Background: an optimization exercise with open tools, aiming at small area and a short achievable clock period. Do not read the settings as production practice.
In this exercise RTL edits were held to simulation tests only and were not proved equivalent to the original.
Power figures rest on the tool's default switching activity, not on a simulated workload.

--- flow/design.v ---
module mult_booth(
	input [15:0] A,
	input [15:0] B,
	output [31:0] P
);
wire [7:0] neg;
wire [7:0] zero;
wire [7:0] one;
wire [7:0] two;
wire [15:0] B_com;
wire [15:0] A_com;
assign B_com = B;
assign A_com = A;
genvar i;
generate 
	for(i=0; i<8;i=i+1) begin
		if(i==0) 
			booth_enc u_booth_enc(
				.code ({B_com[1:0],1'b0}),
				.neg  (neg[i]    ),
				.zero (zero[i]   ),
				.one  (one[i]	 ),
				.two  (two[i]	 )
			);
		else
			booth_enc u_booth_enc(
				.code (B_com[i*2+1:i*2-1]),
				.neg  (neg[i]    ),
				.zero (zero[i]   ),
				.one  (one[i]	 ),
				.two  (two[i]	 )
			);
	end
endgenerate
wire [32*8-1:0] prod;
generate 
	for(i=0; i<8; i=i+1)begin
		gen_prod u_gen_prod (
			.A_com    ( A_com       ),
			.neg  ( neg[i]  ),
			.zero ( zero[i] ),
			.one  ( one[i]  ),
			.two  ( two[i]  ),
			.prod ( prod[32*i +: 32] )
		);
	end
endgenerate
wallace_tree u_watree(
    .prod(prod),
    .P(P)
);
endmodule
module booth_enc(
	input [2:0] code,
	output neg,
	output zero,
	output one,
	output two
);
assign neg  = code[2];
assign zero = (code==3'b000) || (code==3'b111);
assign two  = (code==3'b100) || (code==3'b011);
assign one  = !zero & !two;
endmodule
module gen_prod (
	input [15:0] A_com,
	input neg,
	input zero,
	input one,
	input two,
	output [31:0] prod
);
reg [31:0] prod_pre;
always @ (*) begin
	prod_pre = 32'd0;
	if (zero)
		prod_pre = 32'd0; 
	else if (one)
		prod_pre = { { 16{A_com[15]} }, A_com};
	else if (two)
		prod_pre = { { 15{A_com[15]} }, A_com, 1'b0};
end
assign prod = neg ? ( ~prod_pre+1'b1 ) : prod_pre;
endmodule
module wallace_tree (
	input [32*8-1:0] prod,
    output [31:0] P
);
wire [31:0] s_lev01;
wire [31:0] c_lev01;
wire [31:0] s_lev02;
wire [31:0] c_lev02;
wire [31:0] s_lev11;
wire [31:0] c_lev11;
wire [31:0] s_lev12;
wire [31:0] c_lev12;
wire [31:0] s_lev21;
wire [31:0] c_lev21;
wire [31:0] s_lev31;
wire [31:0] c_lev31;
csa  csa_lev01(
	.op1( prod[0*32 +: 32]      ),
	.op2( prod[1*32 +: 32] << 2 ), 
	.op3( prod[2*32 +: 32] << 4 ),
	.S	( s_lev01      ),
	.C	( c_lev01      )
);
csa  csa_lev02(
	.op1( prod[3*32 +: 32] << 6 ),
	.op2( prod[4*32 +: 32] << 8 ),
	.op3( prod[5*32 +: 32] << 10 ),
	.S	( s_lev02      ),
	.C	( c_lev02      )
);
csa  csa_lev11(
	.op1( s_lev01      ),
	.op2( c_lev01 << 1 ),
	.op3( s_lev02      ),
	.S	( s_lev11      ),
	.C	( c_lev11      )
);
csa  csa_lev12(
	.op1( c_lev02 << 1 ),
	.op2( prod[6*32 +: 32] << 12),
	.op3( prod[7*32 +: 32] << 14),
	.S	( s_lev12      ),
	.C	( c_lev12      )
);
csa  csa_lev21(
	.op1( s_lev11      ),
	.op2( c_lev11 << 1 ),
	.op3( s_lev12      ),
	.S	( s_lev21      ),
	.C	( c_lev21      )
);
csa  csa_lev31(
	.op1( s_lev21 ),
	.op2( c_lev21 << 1 ),
	.op3( c_lev12 << 1 ),
	.S	( s_lev31),
	.C	( c_lev31)
);
rca  u_rca (
    .op1 ( s_lev31  ), 
    .op2 ( c_lev31 << 1  ),
    .cin ( 1'b0   ),
    .sum ( P      ),
    .cout(        ) 
);
endmodule
module csa  (
	input [31:0] op1,
	input [31:0] op2,
	input [31:0] op3,
	output [31:0] S,
	output [31:0] C
);
genvar i;
generate
	for(i=0; i<32; i=i+1) begin
		full_adder u_full_adder(
			.a      (   op1[i]    ),
			.b      (   op2[i]    ),
			.cin    (   op3[i]    ),
			.cout   (   C[i]	  ),
			.s      (   S[i]      )
		);
	end
endgenerate
endmodule
module rca  (
    input  [31:0] op1,
    input  [31:0] op2,
    input  cin,
    output [31:0] sum,
    output cout
);
wire [32:0] temp;
assign temp[0] = cin;
assign cout = temp[32];
genvar i;
for( i=0; i<32; i=i+1) begin
    full_adder u_full_adder(
        .a      (   op1[i]     ),
        .b      (   op2[i]     ),
        .cin    (   temp[i]    ),
        .cout   (   temp[i+1]  ),
        .s      (   sum[i]     )
    );
end
endmodule
module full_adder(
    input a,
    input b,
    input cin,
    output cout,
    output s
);
assign s = a ^ b ^ cin;
assign cout = a & b | (cin & (a ^ b));
endmodule
module vector_mult
(
input  [16*3-1:0] A,
input  [16*3-1:0] B,
output  [15:0] RES
);
wire [15:0] psum [0:2];
genvar i;
generate
    for(i = 0; i < 3; i = i + 1) begin : g_mult
        mult m1(.a(A[16*i +: 16]),.b(B[16*i +: 16]),.res(psum[i]));
    end
endgenerate
assign RES = psum[0] + psum[1] + psum[2];
endmodule
module mult
#(
    parameter INWIDTH = 16
)
(
input  [15:0] a,
input  [15:0] b,
output  [15:0] res
);
wire  [31:0] P ;
mult_booth booth_0
(
    .A(a),
    .B(b),
    .P(P)
);
truncated truncated_0
(
    .din(P),
    .dout(res)
);
endmodule
module truncated(
    input [31:0] din,
    output [15:0] dout
);
assign dout = din[27:12];
endmodule
`timescale 1ns / 1ns
module PE
(
    input clk,rst,en,
    input   [16*3-1:0] FILTER_IN,
    input   [16*7-1:0] DATA_IN,
    input   [16*5-1:0] PSUM_IN,
    output  [16*3-1:0] FILTER_OUT,
    output  [16*7-1:0] DATA_OUT,
    output  [16*5-1:0] PSUM_OUT,
    output             DONE
);
reg  [15:0]data_in     [0:6];
reg  [15:0]filter   [0:2];
reg  [15:0]psum     [0:4];
reg [15:0] data [0:2];
wire [15:0]res;
reg done;
reg [1:0] state,state_next;
reg [1:0] state_next_hold;  
parameter [1:0] IDLE = 2'd0,
                INPT = 2'd1,
                COMP = 2'd2,
                OUPT = 2'd3;
reg [2:0]counter;
integer i;
reg flag;
always @(posedge clk) begin
    if(rst) flag <= 0;
    else if(en) flag <= 1;
    else if(done) flag <= 0;
end
always @(posedge clk) begin
    if(rst||en) begin
        state <= IDLE;
    end
    else begin
        state <= state_next;
    end
end
always @(posedge clk) state_next_hold <= state_next;
always @(*) begin
    state_next = state_next_hold;
    if(rst) state_next = IDLE;
    else begin
    case (state)
         IDLE: if(en) state_next = INPT ;
         INPT: if(flag) state_next = COMP;
         COMP: if(counter == 4) state_next = OUPT;
         OUPT: state_next = IDLE;
        default: state_next = IDLE;
    endcase
    end
end
always @(posedge clk) begin
    if(rst) begin
        for (i = 0; i < 7; i = i + 1) data_in[i] <= 16'd0;
        for (i = 0; i < 3; i = i + 1) filter[i]  <= 16'd0;
    end
    else if(state_next == INPT) begin
        for (i = 0; i < 7; i = i + 1) data_in[i] <= DATA_IN[16*i +: 16];
        for (i = 0; i < 3; i = i + 1) filter[i]  <= FILTER_IN[16*i +: 16];
    end
end
always @(posedge clk) begin
    if(rst||en) begin
        counter <= 0;
    end
    else if((state_next ==  COMP) && flag) begin
        counter <= counter + 1;
    end
end
always @(*) begin
    if(rst) begin data[0] = 16'd0; data[1] = 16'd0; data[2] = 16'd0; end
    else begin
    case (counter)
        0: begin data[0] = data_in[0]; data[1] = data_in[1]; data[2] = data_in[2]; end
        1: begin data[0] = data_in[1]; data[1] = data_in[2]; data[2] = data_in[3]; end
        2: begin data[0] = data_in[2]; data[1] = data_in[3]; data[2] = data_in[4]; end
        3: begin data[0] = data_in[3]; data[1] = data_in[4]; data[2] = data_in[5]; end
        4: begin data[0] = data_in[4]; data[1] = data_in[5]; data[2] = data_in[6]; end
        default: begin data[0] = 16'd0; data[1] = 16'd0; data[2] = 16'd0; end
    endcase
    end
end
always @(posedge clk) begin
    if(rst) for (i = 0; i < 5; i = i + 1) psum[i] <= 16'd0;
    else if(state_next == INPT) for (i = 0; i < 5; i = i + 1) psum[i] <= PSUM_IN[16*i +: 16];
    else
    case(counter)
        0: if(state_next == COMP)psum[0] <= psum[0] + res;
        1: psum[1] <= psum[1] + res;
        2: psum[2] <= psum[2] + res;
        3: psum[3] <= psum[3] + res;
        4: if(state_next == OUPT) psum[4] <= psum[4] + res;
        default: for (i = 0; i < 5; i = i + 1) psum[i] <= 16'd0;
    endcase
end
vector_mult m1(.A({filter[2],filter[1],filter[0]}),.B({data[2],data[1],data[0]}),.RES(res));
always @(posedge clk) begin
    if(rst) done <= 0;
    else  if(state_next == OUPT)
        done <= 1;
    else
        done <= 0;
end
assign  DATA_OUT = {data_in[6],data_in[5],data_in[4],data_in[3],data_in[2],data_in[1],data_in[0]};
assign  PSUM_OUT = {psum[4],psum[3],psum[2],psum[1],psum[0]};
assign  FILTER_OUT = {filter[2],filter[1],filter[0]};
assign  DONE = done;
endmodule
module conv_top  (
    input clk,rst,en,
    input    [15:0] din,
    output   [15:0] DATA_OUT,
    output          VALID
);
wire   [16*3-1:0] filter_1_1 ;
wire   [16*3-1:0] filter_1_2 ;
wire   [16*3-1:0] filter_1_3 ;
wire   [16*3-1:0] filter_1_4 ;
wire   [16*3-1:0] filter_1_5 ;
wire   [16*3-1:0] filter_2_1 ;
wire   [16*3-1:0] filter_2_2 ;
wire   [16*3-1:0] filter_2_3 ;
wire   [16*3-1:0] filter_2_4 ;
wire   [16*3-1:0] filter_2_5 ;
wire   [16*3-1:0] filter_3_1 ;
wire   [16*3-1:0] filter_3_2 ;
wire   [16*3-1:0] filter_3_3 ;
wire   [16*3-1:0] filter_3_4 ;
wire   [16*3-1:0] filter_3_5 ;
wire   [16*7-1:0] data_1_1 ;
wire   [16*7-1:0] data_1_2 ;
wire   [16*7-1:0] data_1_3 ;
wire   [16*7-1:0] data_1_4 ;
wire   [16*7-1:0] data_1_5 ;
wire   [16*7-1:0] data_2_1 ;
wire   [16*7-1:0] data_2_2 ;
wire   [16*7-1:0] data_2_3 ;
wire   [16*7-1:0] data_2_4 ;
wire   [16*7-1:0] data_2_5 ;
wire   [16*7-1:0] data_3_1 ;
wire   [16*7-1:0] data_3_2 ;
wire   [16*7-1:0] data_3_3 ;
wire   [16*7-1:0] data_3_4 ;
wire   [16*7-1:0] data_3_5 ;
wire   [16*5-1:0] psum_1_1 ;
wire   [16*5-1:0] psum_1_2 ;
wire   [16*5-1:0] psum_1_3 ;
wire   [16*5-1:0] psum_1_4 ;
wire   [16*5-1:0] psum_1_5 ;
wire   [16*5-1:0] psum_2_1 ;
wire   [16*5-1:0] psum_2_2 ;
wire   [16*5-1:0] psum_2_3 ;
wire   [16*5-1:0] psum_2_4 ;
wire   [16*5-1:0] psum_2_5 ;
wire   [16*5-1:0] psum_3_1 ;
wire   [16*5-1:0] psum_3_2 ;
wire   [16*5-1:0] psum_3_3 ;
wire   [16*5-1:0] psum_3_4 ;
wire   [16*5-1:0] psum_3_5 ;
wire    done_1_1,done_1_2,done_1_3,done_1_4,done_1_5,
        done_2_1,done_2_2,done_2_3,done_2_4,done_2_5,
        done_3_1,done_3_2,done_3_3,done_3_4,done_3_5;
reg en1,en2,en3,en4,en5,en6,en7;
reg [15:0]filter_buff[0:2];
reg [15:0]data_buff[0:6];
wire    [15:0]data_in;
reg     [15:0]data_out;
reg     [15:0]din_q;
always @(posedge clk) din_q <= din;
assign data_in = din_q;
wire en_c;
reg en_d,en_dd;
reg [3:0]counter; 
always @(posedge clk) begin
    en_d <= en;
    en_dd <= en_d; 
end
assign en_c = en_dd||en1||en2||en3||en4||en5||en6||en7;
always @(posedge clk) begin
    if(rst||en||en_c) counter <= 0;  
    else  counter <= counter + 1;
end
always @(posedge clk) begin
    if(rst||en) begin
    data_buff[0] <= 16'd0;
    data_buff[1] <= 16'd0;
    data_buff[2] <= 16'd0;
    data_buff[3] <= 16'd0;
    data_buff[4] <= 16'd0;
    data_buff[5] <= 16'd0;
    data_buff[6] <= 16'd0;
    filter_buff[0] <= 16'd0;
    filter_buff[1] <= 16'd0;
    filter_buff[2] <= 16'd0;        
    end
    else if(counter < 7) begin 
        data_buff[0] <= data_buff[1];
        data_buff[1] <= data_buff[2];
        data_buff[2] <= data_buff[3];
        data_buff[3] <= data_buff[4];
        data_buff[4] <= data_buff[5];
        data_buff[5] <= data_buff[6];
        data_buff[6] <= data_in;
    end
    else if(counter < 10) begin
        filter_buff[0] <= filter_buff[1];
        filter_buff[1] <= filter_buff[2];
        filter_buff[2] <= data_in;       
    end
end
reg [3:0] state,state_next;
parameter   IDLE = 4'd0,
            READ1 = 4'd1,
            READ2 = 4'd2,
            READ3 = 4'd3,
            READ4 = 4'd4,
            READ5 = 4'd5,
            READ6 = 4'd6,
            READ7 = 4'd7,
            COMP  = 4'd8,
            OUPT  = 4'd9;
always @(posedge clk) begin
    if(rst)
    state <= IDLE;
    else
    state <= state_next;
end
always @(*) begin
    state_next = state;
    if(rst)
    state_next = IDLE;
    else begin
    case (state)
        IDLE: if(en) state_next = READ1; 
        READ1: if(counter == 10) state_next = READ2; 
        READ2: if(counter == 10) state_next = READ3; 
        READ3: if(counter == 10) state_next = READ4; 
        READ4: if(counter == 7)  state_next = READ5; 
        READ5: if(counter == 7)  state_next = READ6; 
        READ6: if(counter == 7) state_next = READ7; 
        READ7: if(counter == 7) state_next = COMP; 
        COMP:if(done_1_5) state_next = OUPT;
        OUPT: state_next = IDLE;
        default: state_next = IDLE;
    endcase
    end
end
always @(posedge clk) begin
    if(rst||en) begin
        en1 <= 0;
        en2 <= 0;
        en3 <= 0;
        en4 <= 0;
        en5 <= 0;
        en6 <= 0;
        en7 <= 0;
    end
    else begin
     en1 <= (state == READ1 && state_next == READ2); 
     en2 <= (state == READ2 && state_next == READ3);
     en3 <= (state == READ3 && state_next == READ4);
     en4 <= (state == READ4 && state_next == READ5);
     en5 <= (state == READ5 && state_next == READ6);
     en6 <= (state == READ6 && state_next == READ7);
     en7 <= (state == READ7 && state_next == COMP);
    end
end
PE u_PE_1_1( 
    .clk(clk),
    .rst(rst),
    .en(en3),
    .FILTER_IN({filter_buff[2],filter_buff[1],filter_buff[0]}), 
    .DATA_IN({data_buff[6],data_buff[5],data_buff[4],data_buff[3],data_buff[2],data_buff[1],data_buff[0]}),
    .PSUM_IN(psum_2_1),
    .FILTER_OUT(filter_1_1),
    .DATA_OUT(data_1_1),
    .PSUM_OUT(psum_1_1),
    .DONE(done_1_1)
);
PE u_PE_2_1( 
    .clk(clk),
    .rst(rst),
    .en(en2),
    .FILTER_IN({filter_buff[2],filter_buff[1],filter_buff[0]}),
    .DATA_IN({data_buff[6],data_buff[5],data_buff[4],data_buff[3],data_buff[2],data_buff[1],data_buff[0]}),
    .PSUM_IN(psum_3_1),
    .FILTER_OUT(filter_2_1),
    .DATA_OUT(data_2_1),
    .PSUM_OUT(psum_2_1),
    .DONE(done_2_1)
);
PE u_PE_3_1( 
    .clk(clk),
    .rst(rst),
    .en(en1),
    .FILTER_IN({filter_buff[2],filter_buff[1],filter_buff[0]}),
    .DATA_IN({data_buff[6],data_buff[5],data_buff[4],data_buff[3],data_buff[2],data_buff[1],data_buff[0]}),
    .PSUM_IN(80'd0),  
    .FILTER_OUT(filter_3_1),
    .DATA_OUT(data_3_1),
    .PSUM_OUT(psum_3_1),
    .DONE(done_3_1)
);
PE u_PE_3_2( 
    .clk(clk),
    .rst(rst),
    .en(en4),
    .FILTER_IN(filter_3_1),
    .DATA_IN({data_buff[6],data_buff[5],data_buff[4],data_buff[3],data_buff[2],data_buff[1],data_buff[0]}),
    .PSUM_IN(80'd0),
    .FILTER_OUT(filter_3_2),
    .DATA_OUT(data_3_2),
    .PSUM_OUT(psum_3_2),
    .DONE(done_3_2)
);
PE u_PE_3_3( 
    .clk(clk),
    .rst(rst),
    .en(en5),
    .FILTER_IN(filter_3_2),
    .DATA_IN({data_buff[6],data_buff[5],data_buff[4],data_buff[3],data_buff[2],data_buff[1],data_buff[0]}),
    .PSUM_IN(80'd0),
    .FILTER_OUT(filter_3_3),
    .DATA_OUT(data_3_3),
    .PSUM_OUT(psum_3_3),
    .DONE(done_3_3)
);
PE u_PE_3_4( 
    .clk(clk),
    .rst(rst),
    .en(en6),
    .FILTER_IN(filter_3_3),
    .DATA_IN({data_buff[6],data_buff[5],data_buff[4],data_buff[3],data_buff[2],data_buff[1],data_buff[0]}),
    .PSUM_IN(80'd0),
    .FILTER_OUT(filter_3_4),
    .DATA_OUT(data_3_4),
    .PSUM_OUT(psum_3_4),
    .DONE(done_3_4)
);
PE u_PE_3_5( 
    .clk(clk),
    .rst(rst),
    .en(en7),
    .FILTER_IN(filter_3_4),
    .DATA_IN({data_buff[6],data_buff[5],data_buff[4],data_buff[3],data_buff[2],data_buff[1],data_buff[0]}),
    .PSUM_IN(80'd0),
    .FILTER_OUT(filter_3_5),
    .DATA_OUT(data_3_5),
    .PSUM_OUT(psum_3_5),
    .DONE(done_3_5)
);
PE u_PE_2_2( 
    .clk(clk),
    .rst(rst),
    .en(en5),
    .FILTER_IN(filter_2_1),
    .DATA_IN(data_3_1),
    .PSUM_IN(psum_3_2),
    .FILTER_OUT(filter_2_2),
    .DATA_OUT(data_2_2),
    .PSUM_OUT(psum_2_2),
    .DONE(done_2_2)
);
PE u_PE_2_3( 
    .clk(clk),
    .rst(rst),
    .en(en6),
    .FILTER_IN(filter_2_2),
    .DATA_IN(data_3_2),
    .PSUM_IN(psum_3_3),
    .FILTER_OUT(filter_2_3),
    .DATA_OUT(data_2_3),
    .PSUM_OUT(psum_2_3),
    .DONE(done_2_3)
);
PE u_PE_2_4( 
    .clk(clk),
    .rst(rst),
    .en(en7),
    .FILTER_IN(filter_2_3),
    .DATA_IN(data_3_3),
    .PSUM_IN(psum_3_4),
    .FILTER_OUT(filter_2_4),
    .DATA_OUT(data_2_4),
    .PSUM_OUT(psum_2_4),
    .DONE(done_2_4)
);
PE u_PE_2_5( 
    .clk(clk),
    .rst(rst),
    .en(done_2_4 && done_3_5),
    .FILTER_IN(filter_2_4),
    .DATA_IN(data_3_4),
    .PSUM_IN(psum_3_5),
    .FILTER_OUT(filter_2_5),
    .DATA_OUT(data_2_5),
    .PSUM_OUT(psum_2_5),
    .DONE(done_2_5)
);
PE u_PE_1_2( 
    .clk(clk),
    .rst(rst),
    .en(en6),
    .FILTER_IN(filter_1_1),
    .DATA_IN(data_2_1),
    .PSUM_IN(psum_2_2),
    .FILTER_OUT(filter_1_2),
    .DATA_OUT(data_1_2),
    .PSUM_OUT(psum_1_2),
    .DONE(done_1_2)
);
PE u_PE_1_3( 
    .clk(clk),
    .rst(rst),
    .en(en7),
    .FILTER_IN(filter_1_2),
    .DATA_IN(data_2_2),
    .PSUM_IN(psum_2_3),
    .FILTER_OUT(filter_1_3),
    .DATA_OUT(data_1_3),
    .PSUM_OUT(psum_1_3),
    .DONE(done_1_3)
);
PE u_PE_1_4( 
    .clk(clk),
    .rst(rst),
    .en(done_1_3 && done_2_4),
    .FILTER_IN(filter_1_3),
    .DATA_IN(data_2_3),
    .PSUM_IN(psum_2_4),
    .FILTER_OUT(filter_1_4),
    .DATA_OUT(data_1_4),
    .PSUM_OUT(psum_1_4),
    .DONE(done_1_4)
);
PE u_PE_1_5( 
    .clk(clk),
    .rst(rst),
    .en(done_1_4 && done_2_5),
    .FILTER_IN(filter_1_4),
    .DATA_IN(data_2_4),
    .PSUM_IN(psum_2_5),
    .FILTER_OUT(filter_1_5),
    .DATA_OUT(data_1_5),
    .PSUM_OUT(psum_1_5),
    .DONE(done_1_5)
);
reg [4:0]num1;
reg [2:0]num2;
wire valid;
always @(posedge clk) begin
    if(rst||en) begin    num1 <=5'd31; num2<=0;    end
        else if(done_1_1||done_1_2||done_1_3||done_1_4||done_1_5) begin num1 <=0; num2 <= num2+1; end
    else    begin
        if(num1 != 5'd31) num1 <= num1 + 1;
    if(num2==1) begin
        case (num1)
            1: begin data_out <= psum_1_1[0 +: 16]; end
            2: data_out <= psum_1_1[16 +: 16]; 
            3: data_out <= psum_1_1[32 +: 16]; 
            4: data_out <= psum_1_1[48 +: 16]; 
            5: data_out <= psum_1_1[64 +: 16]; 
            default: data_out <= 16'h0000;
        endcase
    end
    else if(num2==2) begin
        case (num1)
            1: begin data_out <= psum_1_2[0 +: 16]; end
            2: data_out <= psum_1_2[16 +: 16]; 
            3: data_out <= psum_1_2[32 +: 16]; 
            4: data_out <= psum_1_2[48 +: 16]; 
            5: data_out <= psum_1_2[64 +: 16]; 
            default: data_out <= 16'h0000;
        endcase
    end
    else if(num2==3) begin
        case (num1)
            1: begin data_out <= psum_1_3[0 +: 16];  end
            2: data_out <= psum_1_3[16 +: 16]; 
            3: data_out <= psum_1_3[32 +: 16]; 
            4: data_out <= psum_1_3[48 +: 16]; 
            5: data_out <= psum_1_3[64 +: 16]; 
            default: data_out <= 16'h0000;
        endcase
    end
    else if(num2==4) begin
        case (num1)
            1: begin data_out <= psum_1_4[0 +: 16];  end
            2: data_out <= psum_1_4[16 +: 16]; 
            3: data_out <= psum_1_4[32 +: 16]; 
            4: data_out <= psum_1_4[48 +: 16]; 
            5: data_out <= psum_1_4[64 +: 16]; 
            default: data_out <= 16'h0000;
        endcase
    end
    if(num2==5) begin
        case (num1)
            1: begin data_out <= psum_1_5[0 +: 16];  end
            2: data_out <= psum_1_5[16 +: 16]; 
            3: data_out <= psum_1_5[32 +: 16]; 
            4: data_out <= psum_1_5[48 +: 16]; 
            5: data_out <= psum_1_5[64 +: 16]; 
            default: data_out <= 16'h0000;
        endcase
    end
    end
end
assign valid = (num1==2||num1==3||num1==4||num1==5||num1==6);
assign DATA_OUT = data_out;
assign VALID = valid;
endmodule
--- flow/run.sh ---
#!/bin/bash
# synth_recipe.tcl (not shown) runs the flow's synth.tcl, then flattens the netlist and writes it again
# the make line also repeats each setting of config.mk as NAME=value (left out here)
make -C /OpenROAD-flow-scripts/flow DESIGN_CONFIG=/design/flow/config.mk WORK_HOME=/design/flow/orfs CLKGATE_MAP_FILE= SYNTH_SCRIPT=/design/flow/synth_recipe.tcl finish
--- flow/config.mk ---
export PLATFORM = sky130hd
export DESIGN_NAME = conv_top
export DESIGN_NICKNAME = conv_top
export VERILOG_FILES = /design/flow/design.v
export SDC_FILE = /design/flow/constraint.sdc
export NUM_CORES = 8
export LEC_CHECK = 0
export CAP_MARGIN = 20
export CORE_MARGIN = 2
export CORE_UTILIZATION = 40
export SLEW_MARGIN = 20
--- flow/constraint.sdc ---
create_clock -name core_clock -period 18.0 [get_ports {clk}]
set_input_delay 3.6000 -clock core_clock [delete_from_list [all_inputs] [get_ports {clk}]]
set_output_delay 3.6000 -clock core_clock [all_outputs]
set_load 0.01 [all_outputs]
==> run_results.csv <==
group,metric,value,unit
synth,synth-main-ff-cell,"dfxtp_1",
pwr,leakage,281.5,nW
pwr,p_seq_frac,0.418,
pwr,switching_share,0.2724,
pwr,power_density,28.92,nW/um^2
critical_path,cpMostUsedCell,"fa_1",
global_routing,grt_pass1_vias,669119,
route,ant_nets,0,
pwr,switching_power,5.780,mW
critical_path,required,19.05,ns
pwr,max-vdd-ir-drop,0.0001145,V
timing,period_share,0.9812,
die,chipHeight,1.280,mm
synth,yosys_register_bits,3952,
hold_path,hold_start,"en_d",
critical_path,cp-startpoint,"rst",
timing,fin_crit,17.66,ns
placement,portBuffers,35,
clock_tree,htree_levels,5,
clock_tree,cts.sinks,3952,
cells_and_area,finalCoreUtilization,0.4520,
cells_and_area,fillCellCount,167259,
critical_path,cp_max_fo,6,
timing,finClkSkew,0.2160,ns
pwr,p_clk_frac,0.530,
critical_path,crit_slowest_cell,"fa_1",
critical_path,crit_family,"adder cells",
die,fp.dieW,1.280,mm
synth,syn-num-nets,102075,
route,wl_per_cell,31.14,um
cells_and_area,design_area,733900,um^2
timing,slew_violations,0,
route,drt_iter0_drc,117057,
die,die_area,1639000,um^2
run_status,status,"complete, no violations",
synth,synthCells,93524,
global_routing,grt_max_degree,195,
timing,worst_slew_pin_slew,1.431,ns
critical_path,crit_path_max_incr_delay,0.54,ns
timing,maxSlewHeadroom,0.04429,
critical_path,crit_path_end_kind,"flip-flop",
clock_tree,cts_root_buffer,"clkbuf_16",
clock_tree,clk_latency,1.34,ns
synth,netlist_top_cells_area,"fa_1, dfxtp_1, nand2_1, a21oi_1, ha_1",
die,core,1624000,um^2
synth,synth-seq-area-share,0.1217,
placement,pre_cts_ws,-1.629,ns
die,ios,36,
route,viasPerCell,6.392,
pwr,p_comb_frac,0.052,
synth,syn_avg_cell_area,6.965,um^2
die,start_util,0.4012,
clock_tree,clk_path_buf_depth,5,
hold_path,hold_class,"flip-flop to flip-flop",
synth,yosys_warnings,10,
cells_and_area,finalNetCount,102670,
synth,synthDistinctLibCells,128,
timing,setup_ws,0.3379,ns
synth,yosysTopAreaCell,"fa_1",
route,route.detailed.drc,0,
route,vias,745312,
critical_path,critPathKind,"input pin to flip-flop",
run,drv_cap,0,
synth,netlist.area_leader.share,0.1770,
die,placementRows,468,
timing,hold_viol_final,0,
route,dr.pass1.iters,14,
critical_path,cp-start-kind,"input pin",
timing,setup_viol,0,
route,totalWireLength,3631,mm
global_routing,grt_antenna_before_repair,339,
clock_tree,clk_pin_slew,0.06,ns
synth,syn_area,651400,um^2
clock_tree,cts_tree,"done",
pwr,intPower,15.44,mW
critical_path,r2r-start,"u_PE_3_2.counter[1]",
cells_and_area,areaGrowthSynthToFinish,12.67,%
placement,post_dp_cell_area,714000,um^2
clock_tree,cts_made_buffers,493,
timing,max_freq,0.05662,GHz
placement,dp_hpwl,2847,mm
critical_path,critPathBufInv,9,
synth,synth_enable_flop_cells,16,
global_routing,grt_pass1_wl,5074,mm
global_routing,overflow,0,
clock_tree,cts_hold_buf,0,
global_routing,grt.total_usage,0.4220,
cells_and_area,drive_gt1_frac,0.1118,
critical_path,cp_data_arrival_time,18.72,ns
synth,async_flop_share,0,
timing,grt_setup_unrepaired,"true",
timing,timing.hold.ws,0.3290,ns
placement,routabilityCongestion,1.086,
==> cell type report <==
cell class                 count  area (um^2)  share of cell area
clock inverter               258         3520            0.004796
inverter                    6408        24080             0.03281
tap                        21620        27050             0.03686
sequential                  3952        79440              0.1083
clock buffer                 655        14000             0.01907
antenna                      435         1089            0.001483
timing repair buffer        8191        63540             0.08658
multi-input combinational  75073       521200              0.7101
==> kinds of logic after synthesis <==
kind of cell,count (synthesis),share of synthesized area
buf+inv,14500,0.08489
xor+xnor,4573,0.06357
compound gates,29216,0.2781
flops,3952,0.1217
mux,596,0.009401
simple gates,32154,0.2121
fa+ha+maj,8533,0.2303
==> placed cells by master (no fill, tap or decap), types with 710 or more instances in the layout <==
cell type / count
nor3_1: 1823
xnor2_1: 2748
a211oi_1: 1413
inv_1: 6349
nor2_1: 6567
buf_4: 7987
xor2_1: 1645
ha_1: 2711
a21oi_1: 10890
o21ai_0: 5766
a21o_1: 710
nand3_1: 2218
a2111oi_0: 884
a22oi_1: 2668
fa_1: 5660
nand2_1: 17183
a31oi_1: 1344
dfxtp_1: 3833
==> worst paths after layout <==
path	end	slack (ns)	cells past startpoint
worst max register to register	u_PE_3_2.psum[0][15]	0.57	55
worst max-delay path	u_PE_2_2.psum[4][15]	0.34	58
worst min-delay path	en_dd	0.33	0
worst min register to register	en_dd	0.33	0
==> stage by stage <==
step           TNS (ns)   cells  total power [mW]
2_1_floorplan   -0.1133   93524             9.669
3_3_place_gp     -72.61  115205             10.11
3_5_place_dp     -69.90  115211             10.12
4_1_cts               0  116126             21.17
5_1_grt         -0.1213  116262             21.59
6_report              0  116592             21.22
==> cell usage after synthesis, drive strengths merged, types with 668 or more instances <==
| master | number |
|---|---|
| a2111oi | 963 |
| a211oi | 1427 |
| a21o | 715 |
| a21oi | 10916 |
| a22oi | 2673 |
| a31oi | 1345 |
| and2 | 668 |
| buf | 1456 |
| clkbuf | 6636 |
| dfxtp | 3936 |
| fa | 5760 |
| ha | 2772 |
| inv | 6354 |
| nand2 | 17215 |
| nand3 | 2222 |
| nor2 | 6605 |
| nor3 | 1858 |
| o21ai | 6148 |
| xnor2 | 2821 |
| xor2 | 1661 |
==> worst register-to-register path: cells and delay by family (launching register included) <==
family	cells	cell delay, ns
adder cells (fa/ha/maj)	23	9.39
XOR/XNOR	12	2.54
buffers and inverters	7	1.53
AO/OA/AOI/OAI	6	1.48
AND/OR/NAND/NOR	6	1.29
multiplexers	1	0.47
flip-flops	1	0.40
==> timing repair <==
| item | 4_1_cts | 5_1_grt |
|---|---|---|
| pin swaps | 1 | 42 |
| buffers inserted | 2 | 11 |
| gates cloned | 0 | 2 |
| setup endpoints to repair | 7 | 70 |
| gates resized for setup | 5 | 185 |
| hold endpoints to repair | 0 | 0 |
==> power groups by stage <==
| stage | Combinational (mW) | Clock [mW] | Sequential (mW) |
|---|---|---|---|
| 2_1_floorplan | 0.635 | 0 | 9.03 |
| 3_3_place_gp | 1.04 | 0 | 9.06 |
| 3_5_place_dp | 1.05 | 0 | 9.07 |
| 4_1_cts | 1.06 | 11.2 | 8.87 |
| 5_1_grt | 1.15 | 11.6 | 8.87 |
| 6_report | 1.11 | 11.2 | 8.87 |
==> per-layer routing <==
metal,track usage,wire (um),share of wire,vias to the layer above
met3,0.1804,560800,0.15,9025
met1,0.5552,1411000,0.39,359164
li1,-,-,-,325544
met2,0.5616,1393000,0.38,51391
met5,0.006269,2410,0.00066,-
met4,0.2608,264100,0.073,188

==> static timing again, ports no longer ideal <==
In the flow no input, the clock included, has a driving cell. The finished layout below was timed again as built, in two steps.
Step 1: set_driving_cell puts a clkbuf_16 on clk and a buf_2 on each other input, an assumption about the parent block.
Step 2 times the ports against the registers' clock, not the clock port: input delays grow and output delays shrink by t, the midpoint of the rising clock arrivals with the driver on.
Slacks: no drivers / after step 1 / after step 2; pairs: no drivers / after step 1.
t, ns: 1.437
setup WS [ns]: 0.338 / 0.331 / -1.106
slew at the worst register clock pin (ns): 0.11 / 0.11
With both steps, setup timing fails in this run, where it was met with ideal ports. For this run, drivers alone change the setup slack by -0.007 ns; drivers and shift together by -1.444 ns.
